From an optimization exercise on the open Yosys and OpenROAD flow, aimed at small area, a short achievable clock period and few clock cycles; shortcuts taken in it are not production practice.
RTL that was checked went through simulation tests only; none was proved equivalent to the original.

job 2418:
Design sqrt_u32, start of the top module:
module sqrt_u32(
        input             clk,
        input             rst_n,
        input             vld_in,
        input      [31:0] x,
        output reg        vld_out,
        output     [15:0] y
    );
Size in the first run: roughly 300 cells after synthesis, ~52 flip-flops, about 52 I/O pins, about 0.0029 mm2 of cells after synthesis.
clock: 10.0 ns
lec_check: 0
cap_margin: 20
core_margin: 2
core_utilization: 48
slew_margin: 20
standard.sh (not shown) runs the stock make flow with config.mk's settings and CLKGATE_MAP_FILE= SYNTH_SCRIPT=/design/flow/synth_recipe.tcl, a recipe that flattens the netlist after the stock synthesis.
==> flow/flow/run.sh <==
#!/bin/bash
set -euo pipefail
MARGIN=$(cat flow/margin.txt)
bash standard.sh \
  "SETUP_SLACK_MARGIN=$MARGIN" \
  "BUFFER_PORTS_ARGS=-buffer_cell sky130_fd_sc_hd__buf_1" \
  finish > standard.log 2>&1
==> flow/flow/margin.txt <==
7.0
Testbench counts of job 2418, summed over its fixed seeds: cycles 33,608.
--- input diff job 2418..job 6233 ---
Settings: swapping 48 for 55 in CORE_UTILIZATION.
==> comparison <==
Sort job 2418 and job 6233 by global-route usage desc -> top: job 6233. On job 6233: global-route track usage on met3 is 0.42 points lower than what job 2418 gave. Job 6233 -> job 2418: overflow left after global routing flat.
### job 6233 -> job 861
==> flow/flow/margin.txt <==
7.1
==> comparison <==
- Summary of job 861 over job 6233: wire length of the first global-routing pass saw an increase; area added between synthesis and finish saw an increase; routed wire length saw an increase.
- Sort job 861 and job 6233 by portion of the clock cycle consumed by the worst path in the final layout, ascending, and job 861 comes first.
- Going from job 6233 to job 861, met2 capacity usage during global routing grows by 3.0 points.
Modified inputs, job 3129 compared to job 861
Settings: CORE_UTILIZATION changed from 55 to 62.
==> flow/flow/margin.txt <==
7.0
[summary]
| CTS clock-pin slew for the worst setup and hold paths | job 3129 vs job 861 | ≈ equal |
Final critical path time including I/O delays and setup ends up lower on job 861.
Job 861 → job 3129: achievable clock frequency lower.
Delta(area taken by multi-input logic gates, job 3129 - job 861) < 0
In the metrics for job 3129 and job 861, the one carrying the lower final design utilization is job 861.
Comparing job 3129 and job 861, the lower clock tree buffer count of the final layout is on job 861.
The run showing the greater overall track demand over capacity in global routing is job 3129.
Job 3129 does better than job 861 on core outline area.


Another version of the RTL of sqrt_u32 (not shown whole).
Size: roughly 53 flip-flops, roughly 52 I/O pins, about 3000 um2 of cells after synthesis.
export LEC_CHECK = 0
export CAP_MARGIN = 20
export CORE_MARGIN = 2
export CORE_UTILIZATION = 40
export SLEW_MARGIN = 20
create_clock -name core_clock -period 10.0 [get_ports {clk}]
==> flow/flow/margin.txt <==
7.0
Scripts as last shown in full above: flow/flow/run.sh
The first run finished with timing, DRC and antenna clean.
==> next run, changes <==
Settings changed: CORE_UTILIZATION 40 to 60, CTS_CLUSTER_DIAMETER set to 100, CTS_CLUSTER_SIZE set to 40.
The changed run finished clean; setup slack is better by 0.0061 ns; clock skew shrinks by 0.0032 ns; fmax is about the same; final area stays flat; worst hold slack is about the same.
Function was not checked in any run of this note: the RTL went through the layout flow alone.


sqrt_u32, a different RTL version from the one above (not shown whole).
For scale: about 460 cells after synthesis, roughly 52 I/O pins, roughly 3100 um2 of cells after synthesis.
Settings: LEC_CHECK=0, ABC_AREA=1, CAP_MARGIN=20, CORE_MARGIN=2, CORE_UTILIZATION=55, SLEW_MARGIN=20; clock period 10.0 ns.
==> flow/flow/margin.txt <==
6.9
Scripts as last shown in full above: flow/flow/run.sh
Testbench counts at the start, summed over its fixed seeds: cycles 33,608.
Rerun with:
==> flow/flow/margin.txt (replaced) <==
7.0
- ABC_AREA: 1 -> default
Outcome: Maximum frequency stays flat; global-route usage went down by 1.4 points; clock-buffer cell count went down by 1; synthesized cell count went down by a quarter to a third; via count went down by about a fifth; die area went down by a few percent.
Rerun with:
- CORE_UTILIZATION: 55 -> 40
- setup slack degrades by 15 ps
- final cell count went up by a little under a tenth


P:
The RTL this note starts from:
==> flow/design.v <==
module sqrt_u32(
        input             clk,
        input             rst_n,
        input             vld_in,
        input      [31:0] x,
        output reg        vld_out,
        output     [15:0] y
    );
    reg          busy;
    reg [6:0]    jc;                        
    reg [16:0]   r;                         
    reg [12:0]   xh;                        
    reg [15:0]   z;                         
    assign y = z;
    function [32:0] step(input [32:0] rq, input [1:0] xx);
        reg [16:0] b;
        reg [16:0] d;
        reg        s;
        begin
            s = rq[32];
            b = {2'b00, rq[14:0]} ^ {17{~s}};
            d = rq[32:16] + b + {16'd0, xx[1] | xx[0]};
            step = {d[14:0], xx[1] ~^ xx[0], ~xx[0], rq[14:0], ~d[16]};
        end
    endfunction
    function [19:0] first(input [5:0] top);
        begin
            case (top)
            6'd0: first = {17'h1ffff, 3'd0};
            6'd1: first = {17'h00000, 3'd1};
            6'd2: first = {17'h00001, 3'd1};
            6'd3: first = {17'h00002, 3'd1};
            6'd4: first = {17'h1fffb, 3'd2};
            6'd5: first = {17'h1fffc, 3'd2};
            6'd6: first = {17'h1fffd, 3'd2};
            6'd7: first = {17'h1fffe, 3'd2};
            6'd8: first = {17'h1ffff, 3'd2};
            6'd9: first = {17'h00000, 3'd3};
            6'd10: first = {17'h00001, 3'd3};
            6'd11: first = {17'h00002, 3'd3};
            6'd12: first = {17'h00003, 3'd3};
            6'd13: first = {17'h00004, 3'd3};
            6'd14: first = {17'h00005, 3'd3};
            6'd15: first = {17'h00006, 3'd3};
            6'd16: first = {17'h1fff7, 3'd4};
            6'd17: first = {17'h1fff8, 3'd4};
            6'd18: first = {17'h1fff9, 3'd4};
            6'd19: first = {17'h1fffa, 3'd4};
            6'd20: first = {17'h1fffb, 3'd4};
            6'd21: first = {17'h1fffc, 3'd4};
            6'd22: first = {17'h1fffd, 3'd4};
            6'd23: first = {17'h1fffe, 3'd4};
            6'd24: first = {17'h1ffff, 3'd4};
            6'd25: first = {17'h00000, 3'd5};
            6'd26: first = {17'h00001, 3'd5};
            6'd27: first = {17'h00002, 3'd5};
            6'd28: first = {17'h00003, 3'd5};
            6'd29: first = {17'h00004, 3'd5};
            6'd30: first = {17'h00005, 3'd5};
            6'd31: first = {17'h00006, 3'd5};
            6'd32: first = {17'h00007, 3'd5};
            6'd33: first = {17'h00008, 3'd5};
            6'd34: first = {17'h00009, 3'd5};
            6'd35: first = {17'h0000a, 3'd5};
            6'd36: first = {17'h1fff3, 3'd6};
            6'd37: first = {17'h1fff4, 3'd6};
            6'd38: first = {17'h1fff5, 3'd6};
            6'd39: first = {17'h1fff6, 3'd6};
            6'd40: first = {17'h1fff7, 3'd6};
            6'd41: first = {17'h1fff8, 3'd6};
            6'd42: first = {17'h1fff9, 3'd6};
            6'd43: first = {17'h1fffa, 3'd6};
            6'd44: first = {17'h1fffb, 3'd6};
            6'd45: first = {17'h1fffc, 3'd6};
            6'd46: first = {17'h1fffd, 3'd6};
            6'd47: first = {17'h1fffe, 3'd6};
            6'd48: first = {17'h1ffff, 3'd6};
            6'd49: first = {17'h00000, 3'd7};
            6'd50: first = {17'h00001, 3'd7};
            6'd51: first = {17'h00002, 3'd7};
            6'd52: first = {17'h00003, 3'd7};
            6'd53: first = {17'h00004, 3'd7};
            6'd54: first = {17'h00005, 3'd7};
            6'd55: first = {17'h00006, 3'd7};
            6'd56: first = {17'h00007, 3'd7};
            6'd57: first = {17'h00008, 3'd7};
            6'd58: first = {17'h00009, 3'd7};
            6'd59: first = {17'h0000a, 3'd7};
            6'd60: first = {17'h0000b, 3'd7};
            6'd61: first = {17'h0000c, 3'd7};
            6'd62: first = {17'h0000d, 3'd7};
            6'd63: first = {17'h0000e, 3'd7};
            default: first = 20'd0;
            endcase
        end
    endfunction
    wire [14:0] valid = {(jc[6] & ~jc[4]),
                     (jc[6] & ~jc[3]),
                     (jc[6] & ~jc[2]),
                     (jc[6] & ~jc[1]),
                     (jc[6] & ~jc[0]),
                     jc[6],
                     (jc[5] | jc[6]),
                     (jc[4] | jc[6]),
                     (jc[3] | jc[6]),
                     (jc[2] | jc[6]),
                     (jc[1] | jc[6]),
                     (jc[0] | jc[6]),
                     1'b1,
                     1'b1,
                     1'b1};
    wire        last = (jc[6] & ~jc[4]);
    wire [19:0] ld = first(x[31:26]);
    reg [32:0] it;                          
    integer k;
    always @* begin
        it = {r, 1'b0, z[14:0] & valid};
        for (k = 0; k < 1; k = k + 1)
            it = step(it, {xh[12-k], z[15-k]});
    end
    always @(posedge clk or negedge rst_n) begin
        if (!rst_n) begin
            busy    <= 1'b0;
            vld_out <= 1'b0;
        end else begin
            vld_out <= busy && last;
            if (!busy)
                busy <= vld_in;
            else if (last)
                busy <= 1'b0;
        end
    end
    always @(posedge clk) begin
        if (!busy) begin
            r  <= ld[19:3];
            xh <= {x[25], x[23], x[21], x[19], x[17], x[15], x[13], x[11], x[9], x[7], x[5], x[3], x[1]};
            z  <= {x[24], x[22], x[20], x[18], x[16], x[14], x[12], x[10], x[8], x[6], x[4], x[2], x[0], ld[2:0]};
            jc <= 7'd0;
        end else begin
            r  <= it[32:16];
            xh <= xh << 1;
            z  <= {z[14:0], it[0:0]};
            jc <= {jc[5:0], ~jc[6]};
        end
    end
endmodule
==> flow/config.mk <==
export PLATFORM = sky130hd
export DESIGN_NAME = sqrt_u32
export DESIGN_NICKNAME = sqrt_u32
export VERILOG_FILES = /design/flow/design.v
export SDC_FILE = /design/flow/constraint.sdc
export NUM_CORES = 4
export LEC_CHECK = 0
export CAP_MARGIN = 20
export CORE_MARGIN = 2
export CORE_UTILIZATION = 55
export SLEW_MARGIN = 20
==> flow/constraint.sdc <==
create_clock -name core_clock -period 10.0 [get_ports {clk}]
set_input_delay 2.0000 -clock core_clock [delete_from_list [all_inputs] [get_ports {clk}]]
set_output_delay 2.0000 -clock core_clock [all_outputs]
set_load 0.01 [all_outputs]
==> flow/flow/margin.txt <==
6.9
Scripts as last shown in full above: flow/flow/run.sh
Testbench counts of P, summed over its fixed seeds: cycles 33,608.
> inputs changed (P -> Q)
==> flow/flow/margin.txt <==
7.0
No run among Q and P stopped early or left any final violation; all are clean.
Max minimum setup slack in the final design across Q and P: Q
Summary of Q over P: via count about even; async set-or-reset flop fraction in the synthesized netlist about even; routed length on met3 fell 23 µm.
| wire length per cell | Q vs P | about 0.4% higher |
[compare] base=P new=Q: length of the first detailed-routing pass in iterations now sits at about the same level; cell area now sits at about the same level; register-to-register slack now sits at about the same level.
Input-level comparison between R and Q:
- CTS_BUF_LIST now sky130_fd_sc_hd__clkbuf_16, previously not set
- CTS_CLUSTER_SIZE now 60, previously not set
- CTS_CLUSTER_DIAMETER now 200, previously not set
Results
- Vias: R more than Q
- From Q to R, cell count of the worst hold path did not move at all.
- Required time of the critical path: R vs Q up 2.14 ns
- R vs. Q: cell area moved up, top achievable clock speed climbed 3.3 MHz, final antenna diode count held steady.
- | number of buffers created by CTS | R vs Q | ≈ equal |
- In R relative to Q, met1 layer wirelength in the final routing had gone down slightly.
- Looking at type of the worst setup path, the primary input to flip-flop result is from R; the flip-flop to output port one comes from Q.
--- input diff R..S ---
- clearing CTS_BUF_LIST, which used to be sky130_fd_sc_hd__clkbuf_16
- clearing CTS_CLUSTER_DIAMETER, which used to be 200
- clearing CTS_CLUSTER_SIZE, which used to be 60
==> flow/flow/margin.txt <==
7.2
Results
Per the comparison of S with R, growth of design area from synthesis to finish has increased; setup slack has increased.
Lower routed wire length goes to S over R.


Starts from the design.v that is shown in full above.
Settings: LEC_CHECK=0, CAP_MARGIN=20, CORE_MARGIN=2, CORE_UTILIZATION=55, CTS_CLUSTER_DIAMETER=100, CTS_CLUSTER_SIZE=30, SLEW_MARGIN=20; clock period 10.0 ns.
==> flow/flow/margin.txt <==
7.0
Scripts as last shown in full above: flow/flow/run.sh
The baseline passed the timing, DRC and antenna checks.
Testbench counts at the start, summed over its fixed seeds: cycles 33,608.
Then changed:
==> flow/flow/margin.txt (replaced) <==
7.1
- CTS_CLUSTER_DIAMETER: 100 -> not set
- CTS_CLUSTER_SIZE: 30 -> not set
What happened:
- die area stays the same
- critical path depth does not change


sqrt_u32, a different RTL version from the one above (not shown whole).
Size in the first run: ~330 cells after synthesis, ~52 I/O pins, ~3300 sq um of cells after synthesis.
Settings: LEC_CHECK=0, CAP_MARGIN=20, CORE_MARGIN=2, CORE_UTILIZATION=40, SLEW_MARGIN=20; clock period 10.0 ns.
==> flow/flow/margin.txt <==
7.3
Scripts as last shown in full above: flow/flow/run.sh
Testbench counts at the start, summed over its fixed seeds: cycles 36,008.
Then changed:
==> flow/run.sh (new file) <==
#!/bin/bash
# synth_recipe.tcl (not shown) runs the flow's synth.tcl, then flattens the netlist and writes it again
# the make line also repeats each setting of config.mk as NAME=value (left out here)
make -C /OpenROAD-flow-scripts/flow DESIGN_CONFIG=/design/flow/config.mk WORK_HOME=/design/flow/orfs CLKGATE_MAP_FILE= SYNTH_SCRIPT=/design/flow/synth_recipe.tcl finish
removed: flow/flow/run.sh
removed: flow/flow/margin.txt
removed: flow/standard.sh
Core utilization came out lower by 0.53 points. Fmax came out lower by about 15%. Final area came out lower by about 1%. Synthesized cell count does not change. Hold slack hardly moves. Routed wire length came out lower by 2.2%. Final cell count came out lower by 3.7%. Critical path depth stays the same.


Setup of ember:
sqrt_u32 with an RTL version that a note above also has.
Size in the first run: roughly 300 cells after synthesis, about 52 flip-flops, about 52 I/O pins, about 0.0029 mm² of cells after synthesis.
==> flow/config.mk <==
export PLATFORM = sky130hd
export DESIGN_NAME = sqrt_u32
export DESIGN_NICKNAME = sqrt_u32
export VERILOG_FILES = /design/flow/design.v
export SDC_FILE = /design/flow/constraint.sdc
export NUM_CORES = 4
export LEC_CHECK = 0
export CAP_MARGIN = 20
export CORE_MARGIN = 2
export CORE_UTILIZATION = 40
export SLEW_MARGIN = 20
==> flow/constraint.sdc <==
create_clock -name core_clock -period 10.0 [get_ports {clk}]
set_input_delay 2.0000 -clock core_clock [delete_from_list [all_inputs] [get_ports {clk}]]
set_output_delay 2.0000 -clock core_clock [all_outputs]
set_load 0.01 [all_outputs]
==> flow/flow/run.sh <==
#!/bin/bash
set -euo pipefail
MARGIN=$(cat flow/margin.txt)
bash standard.sh \
  "SETUP_SLACK_MARGIN=$MARGIN" \
  "BUFFER_PORTS_ARGS=-buffer_cell sky130_fd_sc_hd__buf_1" \
  finish > standard.log 2>&1
==> flow/flow/margin.txt <==
6.8
No stage failed in ember, and the final checks on the layout all came back clean.
Testbench counts of ember, summed over its fixed seeds: cycles 33,608.
Inputs modified between ember and onyx:
- CORE_UTILIZATION now 55, was 40
- ABC_AREA now 1, previously not set
==> flow/flow/margin.txt <==
7.0
### Flow results
Taking ember as the reference, in onyx width of the die dropped about 12%, arithmetic-cell share of the synthesized area counting full adders, half adders and majority gates fell by 0.54 points, chip height now smaller. Run comparison: onyx worst setup path endpoint y[15]; ember worst setup path endpoint r[12]. onyx vs. ember: cell area grew by about 3%; fraction of the mapped netlist area in compound gates decreased by 13 points relative to the old numbers; critical-path maximum fanout now smaller; wire length shows an increase of 440 µm; global-route wire length before repair climbed about 9%.

-- separate check: timing with driven ports --
In the flow no input, the clock included, has a driving cell. The finished layouts below were timed again as built, in two steps.
Step 1: set_driving_cell puts a clkbuf_16 on clk and a buf_2 on each other input, an assumption about the parent block.
Step 2 times the ports against the registers' clock, not the clock port: input delays grow and output delays shrink by t, the midpoint of the rising clock arrivals with the driver on.
Slacks: no drivers / after step 1 / after step 2; pairs: no drivers / after step 1.
run	t, ns	setup slack, ns	worst setup path at the end	latest minus earliest clock arrival (ns)	worst data-port slew with drivers (ns)
job 2418	0.330	7.103 / 7.075 / 6.799	input to register	0.009 / 0.008	0.03
job 6233	0.329	7.080 / 7.089 / 6.760	input to register	0.005 / 0.005	0.03
job 861	0.327	7.118 / 7.089 / 6.830	input to register	0.009 / 0.008	0.03
job 3129	0.331	7.061 / 7.033 / 6.798	input to register	0.002 / 0.002	0.03
the first run of note 2	0.337	7.115 / 7.086 / 6.925	input to register	0.012 / 0.012	0.03
the second run of note 2	0.332	7.121 / 7.093 / 6.805	input to register	0.009 / 0.009	0.04
the first run of note 3	0.327	7.089 / 7.094 / 6.769	input to register	0.005 / 0.005	0.03
the second run of note 3	0.329	7.087 / 7.057 / 6.824	input to register	0.003 / 0.003	0.03
the third run of note 3	0.335	7.071 / 7.077 / 6.744	input to register	0.007 / 0.007	0.04
P	0.332	7.048 / 7.052 / 6.720	input to register	0.008 / 0.008	0.03
Q	0.338	7.120 / 7.094 / 6.813	input to register	0.008 / 0.008	0.03
R	0.319	7.147 / 7.123 / 6.837	input to register	0.006 / 0.005	0.03
S	0.332	7.211 / 7.184 / 6.930	input to register	0.006 / 0.006	0.03
the first run of note 5	0.338	7.120 / 7.094 / 6.813	input to register	0.008 / 0.008	0.03
the second run of note 5	0.331	7.139 / 7.114 / 6.840	input to register	0.002 / 0.003	0.03
the first run of note 6	0.373	7.170 / 7.139 / 6.863	input to register	0.008 / 0.008	0.05
the second run of note 6	0.373	6.672 / 6.640 / 6.431	input to register	0.008 / 0.008	0.04
ember	0.337	6.966 / 6.975 / 6.639	input to register	0.008 / 0.009	0.03
onyx	0.331	7.114 / 7.085 / 6.838	input to register	0.004 / 0.004	0.03
After both steps setup and hold are still met in every run listed. For P, which loses most, drivers alone change the setup slack by +0.004 ns; drivers and shift together by -0.328 ns.
